Background: an optimization exercise with open tools, aiming at small area. Do not read the settings as production practice.
Function was checked by simulation only, so behaviour that the tests miss may differ from the original.
The clock port is modelled as an ideal driver; clocking choices that lean on that would not hold on a real chip.
Power and IR drop assume default switching activity.

== run E ==
==> module cpu, before the edit <==
module cpu
	(output reg [7:0] address,
	 output wire [7:0] to_memory,
	 output wire write,
	 input wire [7:0] from_memory,
	 input wire clk, reset);
	reg [7:0] A, B, PC;
	reg [3:0] CCR;       
	reg [3:0] ph;
	reg [2:0] cls;       
	localparam R  = 4'd10,    
	           F0 = 4'd0,    
	           F1 = 4'd8,    
	           F2 = 4'd1,    
	           DA = 4'd6,    
	           XA = 4'd9,    
	           DN = 4'd5,    
	           H  = 4'd14,    
	           S4 = 4'd4,    
	           S5 = 4'd12,    
	           S6 = 4'd3,   
	           S7 = 4'd2,   
	           S8 = 4'd11;   
	wire [7:0] m = from_memory;
	wire [3:0] n = m[3:0];
	wire pR = (ph == R), pF0 = (ph == F0), pF1 = (ph == F1), pF2 = (ph == F2);
	wire pS4 = (ph == S4), pS5 = (ph == S5), pS6 = (ph == S6), pS7 = (ph == S7);
	wire pS8 = (ph == S8);
	wire is_alu = (m[7:4] == 4'h4) && (n >= 4'h2) && (n <= 4'hD);
	wire is_br  = (m[7:4] == 4'h2) && (n <= 4'h8);
	wire is_ld  = (m[7:4] == 4'h8) && (n >= 4'h6) && (n <= 4'h9);
	wire is_st  = (m[7:1] == 7'b1001011);
	reg  taken;
	always @(*) begin
		case (n)
			4'h0: taken = 1'b1;
			4'h1: taken = CCR[3];
			4'h2: taken = ~CCR[3];
			4'h3: taken = CCR[2];
			4'h4: taken = ~CCR[2];
			4'h5: taken = CCR[1];
			4'h6: taken = ~CCR[1];
			4'h7: taken = CCR[0];
			default: taken = ~CCR[0];
		endcase
	end
	wire c_brn = ~cls[2] & ~cls[1] & ~cls[0];
	wire c_brt = ~cls[2] & ~cls[1] & cls[0];
	wire c_imm = ~cls[2] & cls[1];
	wire c_st  = cls[2] & cls[1];
	wire rsel  = cls[0];
	reg f_yB, f_inv, f_k, f_chain, f_cs, f_dstb;
	always @(*) begin
		f_yB = 1'b1; f_inv = 1'b0; f_k = 1'b0; f_chain = 1'b1; f_cs = 1'b0; f_dstb = 1'b0;
		case (n)
			4'h3: begin f_inv = 1'b1; f_k = 1'b1; end
			4'h4: begin f_chain = 1'b0; f_cs = 1'b1; end
			4'h5: begin f_chain = 1'b0; f_cs = 1'b1; f_k = 1'b1; end
			4'h6: begin f_yB = 1'b0; f_k = 1'b1; end
			4'h7: begin f_yB = 1'b0; f_k = 1'b1; f_dstb = 1'b1; end
			4'h8: begin f_yB = 1'b0; f_inv = 1'b1; end
			4'h9: begin f_yB = 1'b0; f_inv = 1'b1; f_dstb = 1'b1; end
			4'hA: f_chain = 1'b0;
			4'hB: begin f_yB = 1'b0; f_inv = 1'b1; f_chain = 1'b0; end
			4'hC: begin f_yB = 1'b0; f_inv = 1'b1; f_chain = 1'b0; f_dstb = 1'b1; end
			4'hD: f_dstb = 1'b1;
			default: ;
		endcase
	end
	wire xA = pF2 | (pS7 & ~rsel);
	wire xM = pF1 | pS5;
	wire xP = pF0 | pS4;
	wire yB = (pF2 & f_yB) | (pS7 & rsel);
	wire yM = pS6 | pS8;
	wire inv = pF2 & f_inv;
	wire k = xM | (pF2 & f_k);
	wire chain = ~pF2 | f_chain;
	wire cout_sel = pF2 & f_cs;
	wire [7:0] X = ({8{xA}} & A) | ({8{xM}} & address) | ({8{xP}} & PC);
	wire [7:0] Y = (({8{yB}} & B) | ({8{yM}} & m)) ^ {8{inv}};
	wire [7:0] res;
	wire [3:0] NZVC;
	ALUb alu (.res(res), .NZVC(NZVC), .X(X), .Y(Y), .k(k), .chain(chain), .cout_sel(cout_sel), .sub(inv));
	wire alu_go = pF2 & is_alu;
	wire ld_go  = (pS6 & c_imm) | pS8;
	wire mar_en = pF0 | pS4 | (pS6 & cls[2]);
	wire pc_en  = xM | (pS6 & c_brt);
	wire a_en   = pR | (alu_go & ~f_dstb) | (ld_go & ~rsel);
	wire b_en   = pR | (alu_go & f_dstb) | (ld_go & rsel);
	assign write = pS7 & cls[1];
	assign to_memory = X | Y;    
	reg [3:0] nph;
	always @(*) begin
		case (ph)
			R, F0: nph = F1;
			F1: nph = F2;
			F2: nph = is_alu ? DA : (is_br | is_ld | is_st) ? DN : H;
			DA: nph = XA;
			DN: nph = S4;
			H:  nph = H;
			S4: nph = S5;
			S5: nph = c_brn ? F0 : S6;
			S6: nph = (c_imm | c_brt) ? F0 : S7;
			S7: nph = c_st ? F0 : S8;
			default: nph = F0;    
		endcase
	end
	always @(posedge clk or negedge reset)
		if (!reset) ph <= R;
		else ph <= nph;
	always @(posedge clk)
		if (pF2) begin
			cls <= m[7] ? {m[4] | m[0], m[4] | ~m[0], m[4] ? m[0] : m[3]} : {2'b00, taken};
		end
	always @(posedge clk or negedge reset)
		if (!reset) address <= 8'h00;
		else if (mar_en) address <= res;
	always @(posedge clk) begin
		if (alu_go | pR) CCR <= {NZVC[3], NZVC[2] & ~pR, NZVC[1:0]};
		if (pc_en) PC <= res;
		if (a_en) A <= res;
		if (b_en) B <= res;
	end
endmodule
==> flow/config.mk <==
export PLATFORM = sky130hd
export DESIGN_NAME = cpu
export DESIGN_NICKNAME = cpu
export VERILOG_FILES = /design/flow/design.v
export SDC_FILE = /design/flow/constraint.sdc
export NUM_CORES = 4
export LEC_CHECK = 0
export ABC_AREA = 1
export CAP_MARGIN = 0
export CORE_MARGIN = 2
export CORE_UTILIZATION = 40
export GPL_TIMING_DRIVEN = 0
export SLEW_MARGIN = 0
==> flow/constraint.sdc <==
create_clock -name core_clock -period 8.0 [get_ports {clk}]
set_input_delay 1.6000 -clock core_clock [delete_from_list [all_inputs] [get_ports {clk}]]
set_output_delay 1.6000 -clock core_clock [all_outputs]
set_load 0.01 [all_outputs]
standard.sh (not shown) runs the stock make flow with config.mk's settings and CLKGATE_MAP_FILE= SYNTH_SCRIPT=/design/flow/synth_recipe.tcl, a recipe that flattens the netlist after the stock synthesis.
==> flow/flow/run.sh <==
#!/bin/bash
# Own layout flow:
#  1. the standard synthesis (standard.sh), unchanged;
#  2. its combinational cells re-mapped by ABC with an area script
#     (deepsyn and amap, a few seeds; the smallest result is kept); the registers
#     stay as the standard synthesis made them (same cells, same names);
#  3. a clock tree of four buffers added to that netlist (flow/clkbuf.py);
#  4. the standard layout of that netlist, with the smallest buffer on
#     the ports.
# Each tool's output goes to a log of its own in the work folder.
set -euo pipefail
W=$(pwd)
R=$W/orfs/results/$FLOW_PLATFORM/cpu/base
PDIR=$FLOW_HOME/platforms/$FLOW_PLATFORM
export RS_LIB=$PDIR/lib/sky130_fd_sc_hd__tt_025C_1v80.lib
export RS_DONT_USE=$(sed -n '/^export DONT_USE_CELLS/,/^$/p' $PDIR/config.mk | grep -o 'sky130_fd_sc_hd__[a-z0-9_]*' | tr '\n' ' ')
export RS_IN=$W/synth_standard.v
SEEDS="0 1 2 3 4 5 6 7"
POSTS="a b"
source flow/settings.sh

bash standard.sh "$R/1_2_yosys.v" > log_synth_standard.log 2>&1
cp "$R/1_2_yosys.v" "$RS_IN"

run_job() {
  local s=$1 p=$2 seedarg="" post="amap"
  [[ $s == 0 ]] || seedarg="-S $s"
  [[ $p == b ]] && post="dch -f; amap"
  sed -e "s/@SEEDARG@/$seedarg/" -e "s/@POST@/$post/" flow/resynth.abc | tr ';' '\n' > $W/resynth_$s$p.abc
  RS_ABC=$W/resynth_$s$p.abc RS_OUT=$W/synth_resynth_$s$p.v yosys -c flow/resynth.tcl > log_resynth_$s$p.log 2>&1 || true
}
JOBS=""
for s in $SEEDS; do for p in $POSTS; do JOBS="$JOBS $s$p"; done; done
n=0
for j in $JOBS; do
  run_job ${j%?} ${j: -1} &
  n=$((n + 1))
  if (( n % ${NUM_CORES:-4} == 0 )); then wait; fi
done
wait
best=""; best_area=""
for j in $JOBS; do
  a=$(grep "Chip area for module" log_resynth_$j.log | tail -1 | awk '{print $NF}') || true
  [[ -n "$a" && -s synth_resynth_$j.v ]] || continue
  if [[ -z "$best" ]] || awk -v a=$a -v b=$best_area 'BEGIN{exit !(a<b)}'; then best=$j; best_area=$a; fi
done
echo "resynthesis: job $best, area $best_area" > log_resynth_choice.log
# the clock reaches the registers through a small tree of buffers made here
# (flow/clkbuf.py); the clock tree step then finds nothing left to do
python3 flow/clkbuf.py "synth_resynth_$best.v" "$R/1_2_yosys.v" > log_clkbuf.log 2>&1

bash standard.sh BUFFER_PORTS_ARGS="-buffer_cell sky130_fd_sc_hd__buf_1" \
  CTS_ARGS="$CTS_ARGS" finish > log_layout.log 2>&1
Other scripts of this flow, unchanged in this note and not shown: flow/flow/clkbuf.py, flow/flow/resynth.abc, flow/flow/resynth.tcl, flow/flow/settings.sh
Relative to run E, the following input files were edited for run B:
--- a/flow/design.v
+++ b/flow/design.v
@@ -99,12 +99,12 @@
 	wire [7:0] res;
 	wire [3:0] NZVC;
 	ALUb alu (.res(res), .NZVC(NZVC), .X(X), .Y(Y), .k(k), .chain(chain), .cout_sel(cout_sel), .sub(inv));
 	wire alu_go = pF2 & is_alu;
 	wire ld_go  = (pS6 & c_imm) | pS8;
-	wire mar_en = pF0 | pS4 | (pS6 & cls[2]);
-	wire pc_en  = xM | (pS6 & c_brt);
+	wire mar_en = pR | pF0 | pS4 | (pS6 & cls[2]);
+	wire pc_en  = pR | xM | (pS6 & c_brt);
 	wire a_en   = pR | (alu_go & ~f_dstb) | (ld_go & ~rsel);
 	wire b_en   = pR | (alu_go & f_dstb) | (ld_go & rsel);
 	assign write = pS7 & cls[1];
 	assign to_memory = X | Y;    
 	reg [3:0] nph;
Run B: cell area after placement lower than run E. Run B vs. run E: flip-flop and latch count roughly the same; final critical delay including setup and external delays fell by 200 ps; fmax saw an increase; synthesized cell count went down; clock slew at the register clock pins of the worst setup and hold paths flat. Total net switching power, run B and run E: smaller value in run E. Power share of the clock group: run B < run E. Post-route total power delta (run B − run E): unfavourable. Run B and run E all finish clean.

---

The RTL this note starts from:
==> flow/design.v <==
module ALUb
	(output wire [7:0] res,
	 output wire [3:0] NZVC,
	 input wire [7:0] X, Y,
	 input wire k, chain, cout_sel, sub);
	wire [8:0] c;        
	wire [7:0] ci;       
	wire [7:0] s;
	genvar i;
	generate for (i = 0; i < 8; i = i + 1) begin : rc
		if (i == 0) assign ci[i] = k;
		else assign ci[i] = chain ? c[i] : k;
		assign s[i] = X[i] ^ Y[i] ^ ci[i];
		assign c[i+1] = (X[i] & Y[i]) | (X[i] & ci[i]) | (Y[i] & ci[i]);
	end endgenerate
	assign res = cout_sel ? c[8:1] : s;
	assign NZVC = {res[7], ~|res, chain & (c[8] ^ c[7]), chain & (c[8] ^ sub)};
endmodule
module cpu
	(output reg [7:0] address,
	 output wire [7:0] to_memory,
	 output wire write,
	 input wire [7:0] from_memory,
	 input wire clk, reset);
	reg [7:0] A, B, PC;
	reg [3:0] CCR;       
	reg [3:0] ph;
	reg [2:0] cls;       
	reg       rsel;      
	localparam R  = 4'd10,    
	           F0 = 4'd0,    
	           F1 = 4'd8,    
	           F2 = 4'd1,    
	           DA = 4'd6,    
	           XA = 4'd9,    
	           DN = 4'd5,    
	           H  = 4'd14,    
	           S4 = 4'd4,    
	           S5 = 4'd12,    
	           S6 = 4'd3,   
	           S7 = 4'd2,   
	           S8 = 4'd11;   
	wire [7:0] m = from_memory;
	wire [3:0] n = m[3:0];
	wire pR = (ph == R), pF0 = (ph == F0), pF1 = (ph == F1), pF2 = (ph == F2);
	wire pS4 = (ph == S4), pS5 = (ph == S5), pS6 = (ph == S6), pS7 = (ph == S7);
	wire pS8 = (ph == S8);
	wire is_alu = (m[7:4] == 4'h4) && (n >= 4'h2) && (n <= 4'hD);
	wire is_br  = (m[7:4] == 4'h2) && (n <= 4'h8);
	wire is_ld  = (m[7:4] == 4'h8) && (n >= 4'h6) && (n <= 4'h9);
	wire is_st  = (m[7:1] == 7'b1001011);
	reg  taken;
	always @(*) begin
		case (n)
			4'h0: taken = 1'b1;
			4'h1: taken = CCR[3];
			4'h2: taken = ~CCR[3];
			4'h3: taken = CCR[2];
			4'h4: taken = ~CCR[2];
			4'h5: taken = CCR[1];
			4'h6: taken = ~CCR[1];
			4'h7: taken = CCR[0];
			default: taken = ~CCR[0];
		endcase
	end
	wire c_imm = cls[2] & ~cls[1] & ~cls[0];
	wire c_dir = cls[2] & ~cls[1] & cls[0];
	wire c_st  = cls[2] & cls[1];
	wire c_brt = ~cls[2] & cls[1];
	wire c_brn = ~cls[2] & ~cls[1];
	reg f_yB, f_inv, f_k, f_chain, f_cs, f_dstb;
	always @(*) begin
		f_yB = 1'b1; f_inv = 1'b0; f_k = 1'b0; f_chain = 1'b1; f_cs = 1'b0; f_dstb = 1'b0;
		case (n)
			4'h3: begin f_inv = 1'b1; f_k = 1'b1; end
			4'h4: begin f_chain = 1'b0; f_cs = 1'b1; end
			4'h5: begin f_chain = 1'b0; f_cs = 1'b1; f_k = 1'b1; end
			4'h6: begin f_yB = 1'b0; f_k = 1'b1; end
			4'h7: begin f_yB = 1'b0; f_k = 1'b1; f_dstb = 1'b1; end
			4'h8: begin f_yB = 1'b0; f_inv = 1'b1; end
			4'h9: begin f_yB = 1'b0; f_inv = 1'b1; f_dstb = 1'b1; end
			4'hA: f_chain = 1'b0;
			4'hB: begin f_yB = 1'b0; f_inv = 1'b1; f_chain = 1'b0; end
			4'hC: begin f_yB = 1'b0; f_inv = 1'b1; f_chain = 1'b0; f_dstb = 1'b1; end
			4'hD: f_dstb = 1'b1;
			default: ;
		endcase
	end
	wire xA = pF2 | (pS7 & ~rsel);
	wire xM = pF1 | pS5;
	wire xP = pF0 | pS4;
	wire yB = (pF2 & f_yB) | (pS7 & rsel);
	wire yM = pS6 | pS8;
	wire inv = pF2 & f_inv;
	wire k = xM | (pF2 & f_k);
	wire chain = ~pF2 | f_chain;
	wire cout_sel = pF2 & f_cs;
	wire [7:0] X = ({8{xA}} & A) | ({8{xM}} & address) | ({8{xP}} & PC);
	wire [7:0] Y = (({8{yB}} & B) | ({8{yM}} & m)) ^ {8{inv}};
	wire [7:0] res;
	wire [3:0] NZVC;
	ALUb alu (.res(res), .NZVC(NZVC), .X(X), .Y(Y), .k(k), .chain(chain), .cout_sel(cout_sel), .sub(inv));
	wire alu_go = pF2 & is_alu;
	wire ld_go  = (pS6 & c_imm) | pS8;
	wire mar_en = pR | pF0 | pS4 | (pS6 & cls[2] & (cls[1] | cls[0]));
	wire pc_en  = pR | xM | (pS6 & c_brt);
	wire a_en   = pR | (alu_go & ~f_dstb) | (ld_go & ~rsel);
	wire b_en   = pR | (alu_go & f_dstb) | (ld_go & rsel);
	assign write = pS7 & cls[1];
	assign to_memory = X | Y;    
	reg [3:0] nph;
	always @(*) begin
		case (ph)
			R, F0: nph = F1;
			F1: nph = F2;
			F2: nph = is_alu ? DA : (is_br | is_ld | is_st) ? DN : H;
			DA: nph = XA;
			DN: nph = S4;
			H:  nph = H;
			S4: nph = S5;
			S5: nph = c_brn ? F0 : S6;
			S6: nph = (c_imm | c_brt) ? F0 : S7;
			S7: nph = c_st ? F0 : S8;
			default: nph = F0;    
		endcase
	end
	always @(posedge clk or negedge reset)
		if (!reset) ph <= R;
		else ph <= nph;
	always @(posedge clk)
		if (pF2) begin
			cls  <= {m[7], m[7] ? m[4] : taken, m[0]};
			rsel <= m[3] | (m[4] & m[0]);
		end
	always @(posedge clk or negedge reset)
		if (!reset) address <= 8'h00;
		else if (mar_en) address <= res;
	always @(posedge clk) begin
		if (alu_go | pR) CCR <= {NZVC[3], NZVC[2] & ~pR, NZVC[1:0]};
		if (pc_en) PC <= res;
		if (a_en) A <= res;
		if (b_en) B <= res;
	end
endmodule
clock: 8.0 ns
lec_check: 0
abc_area: 1
cap_margin: 20
core_margin: 2
core_utilization: 40
slew_margin: 20
==> flow/flow/run.sh <==
#!/bin/bash
# Own layout flow:
#  1. the standard synthesis (standard.sh), unchanged;
#  2. its combinational cells re-mapped by ABC with an area script
#     (deepsyn and amap, a few seeds; the smallest result is kept); the registers
#     stay as the standard synthesis made them (same cells, same names);
#  3. the standard layout of that netlist, with the smallest buffer on
#     the ports and a clock tree of small buffers without dummy loads.
# Each tool's output goes to a log of its own in the work folder.
set -euo pipefail
W=$(pwd)
R=$W/orfs/results/$FLOW_PLATFORM/cpu/base
PDIR=$FLOW_HOME/platforms/$FLOW_PLATFORM
export RS_LIB=$PDIR/lib/sky130_fd_sc_hd__tt_025C_1v80.lib
export RS_DONT_USE=$(sed -n '/^export DONT_USE_CELLS/,/^$/p' $PDIR/config.mk | grep -o 'sky130_fd_sc_hd__[a-z0-9_]*' | tr '\n' ' ')
export RS_IN=$W/synth_standard.v
SEEDS="0 1 2 3 4 5 6 7"
POSTS="a b"
source flow/settings.sh

bash standard.sh "$R/1_2_yosys.v" > log_synth_standard.log 2>&1
cp "$R/1_2_yosys.v" "$RS_IN"

run_job() {
  local s=$1 p=$2 seedarg="" post="amap"
  [[ $s == 0 ]] || seedarg="-S $s"
  [[ $p == b ]] && post="dch -f; amap"
  sed -e "s/@SEEDARG@/$seedarg/" -e "s/@POST@/$post/" flow/resynth.abc | tr ';' '\n' > $W/resynth_$s$p.abc
  RS_ABC=$W/resynth_$s$p.abc RS_OUT=$W/synth_resynth_$s$p.v yosys -c flow/resynth.tcl > log_resynth_$s$p.log 2>&1 || true
}
JOBS=""
for s in $SEEDS; do for p in $POSTS; do JOBS="$JOBS $s$p"; done; done
n=0
for j in $JOBS; do
  run_job ${j%?} ${j: -1} &
  n=$((n + 1))
  if (( n % ${NUM_CORES:-4} == 0 )); then wait; fi
done
wait
best=""; best_area=""
for j in $JOBS; do
  a=$(grep "Chip area for module" log_resynth_$j.log | tail -1 | awk '{print $NF}') || true
  [[ -n "$a" && -s synth_resynth_$j.v ]] || continue
  if [[ -z "$best" ]] || awk -v a=$a -v b=$best_area 'BEGIN{exit !(a<b)}'; then best=$j; best_area=$a; fi
done
echo "resynthesis: job $best, area $best_area" > log_resynth_choice.log
cp "synth_resynth_$best.v" "$R/1_2_yosys.v"

bash standard.sh BUFFER_PORTS_ARGS="-buffer_cell sky130_fd_sc_hd__buf_1" \
  CTS_ARGS="$CTS_ARGS" finish > log_layout.log 2>&1
Other scripts of this flow, unchanged in this note and not shown: flow/flow/resynth.abc, flow/flow/resynth.tcl, flow/flow/settings.sh
Change:
--- a/flow/design.v
+++ b/flow/design.v
@@ -25,9 +25,8 @@
 	reg [7:0] A, B, PC;
 	reg [3:0] CCR;       
 	reg [3:0] ph;
 	reg [2:0] cls;       
-	reg       rsel;      
 	localparam R  = 4'd10,    
 	           F0 = 4'd0,    
 	           F1 = 4'd8,    
 	           F2 = 4'd1,    
@@ -62,13 +61,13 @@
 			4'h7: taken = CCR[0];
 			default: taken = ~CCR[0];
 		endcase
 	end
-	wire c_imm = cls[2] & ~cls[1] & ~cls[0];
-	wire c_dir = cls[2] & ~cls[1] & cls[0];
+	wire c_brn = ~cls[2] & ~cls[1] & ~cls[0];
+	wire c_brt = ~cls[2] & ~cls[1] & cls[0];
+	wire c_imm = ~cls[2] & cls[1];
 	wire c_st  = cls[2] & cls[1];
-	wire c_brt = ~cls[2] & cls[1];
-	wire c_brn = ~cls[2] & ~cls[1];
+	wire rsel  = cls[0];
 	reg f_yB, f_inv, f_k, f_chain, f_cs, f_dstb;
 	always @(*) begin
 		f_yB = 1'b1; f_inv = 1'b0; f_k = 1'b0; f_chain = 1'b1; f_cs = 1'b0; f_dstb = 1'b0;
 		case (n)
@@ -101,9 +100,9 @@
 	wire [3:0] NZVC;
 	ALUb alu (.res(res), .NZVC(NZVC), .X(X), .Y(Y), .k(k), .chain(chain), .cout_sel(cout_sel), .sub(inv));
 	wire alu_go = pF2 & is_alu;
 	wire ld_go  = (pS6 & c_imm) | pS8;
-	wire mar_en = pR | pF0 | pS4 | (pS6 & cls[2] & (cls[1] | cls[0]));
+	wire mar_en = pR | pF0 | pS4 | (pS6 & cls[2]);
 	wire pc_en  = pR | xM | (pS6 & c_brt);
 	wire a_en   = pR | (alu_go & ~f_dstb) | (ld_go & ~rsel);
 	wire b_en   = pR | (alu_go & f_dstb) | (ld_go & rsel);
 	assign write = pS7 & cls[1];
@@ -128,10 +127,9 @@
 		if (!reset) ph <= R;
 		else ph <= nph;
 	always @(posedge clk)
 		if (pF2) begin
-			cls  <= {m[7], m[7] ? m[4] : taken, m[0]};
-			rsel <= m[3] | (m[4] & m[0]);
+			cls <= m[7] ? {m[4] | m[0], m[4] | ~m[0], m[4] ? m[0] : m[3]} : {2'b00, taken};
 		end
 	always @(posedge clk or negedge reset)
 		if (!reset) address <= 8'h00;
 		else if (mar_en) address <= res;
=>
- clock skew went up by 0.0058 ns
- setup slack improved by 0.57 ns
- wire length decreases by 1.7%
- count of clock-buffer cells in the layout stays the same
- core utilization increases by 0.11 points
- synthesized area drops by 0.74%
- die area came out lower by 0.70%
- clock power hardly moves
- global-route usage came out higher by 0.28 points

## afterwards: timing with drivers on the ports
The results above use ideal ports. As a check the final layouts listed here were re-extracted and re-timed, cells and wires unchanged. Step 1 assumes that a clkbuf_16 drives the clock port and a buf_2 every other input. Step 2 moves the port delays by t, midway between the first and last clock arrival at a register: inputs arrive t later, outputs are due t later. That takes back most of the time a late clock gives input paths. a / b / c = ideal / step 1 / step 2; a / b = the first two.
| run | t (ns) | slack for setup (ns) | slew at the worst register clock pin (ns) |
|---|---|---|---|
| run E | 0.312 | 1.606 / 1.597 / 1.285 | 0.11 / 0.11 |
| run B | 0.309 | 1.810 / 1.794 / 1.485 | 0.10 / 0.10 |
| the first run of note 2 | 0.314 | 1.439 / 1.441 / 1.127 | 0.08 / 0.08 |
| the second run of note 2 | 0.314 | 2.005 / 2.009 / 1.696 | 0.09 / 0.09 |
After both steps setup and hold are still met in every run listed. For run B, which loses most, drivers alone change the setup slack by -0.016 ns; drivers and shift together by -0.325 ns.
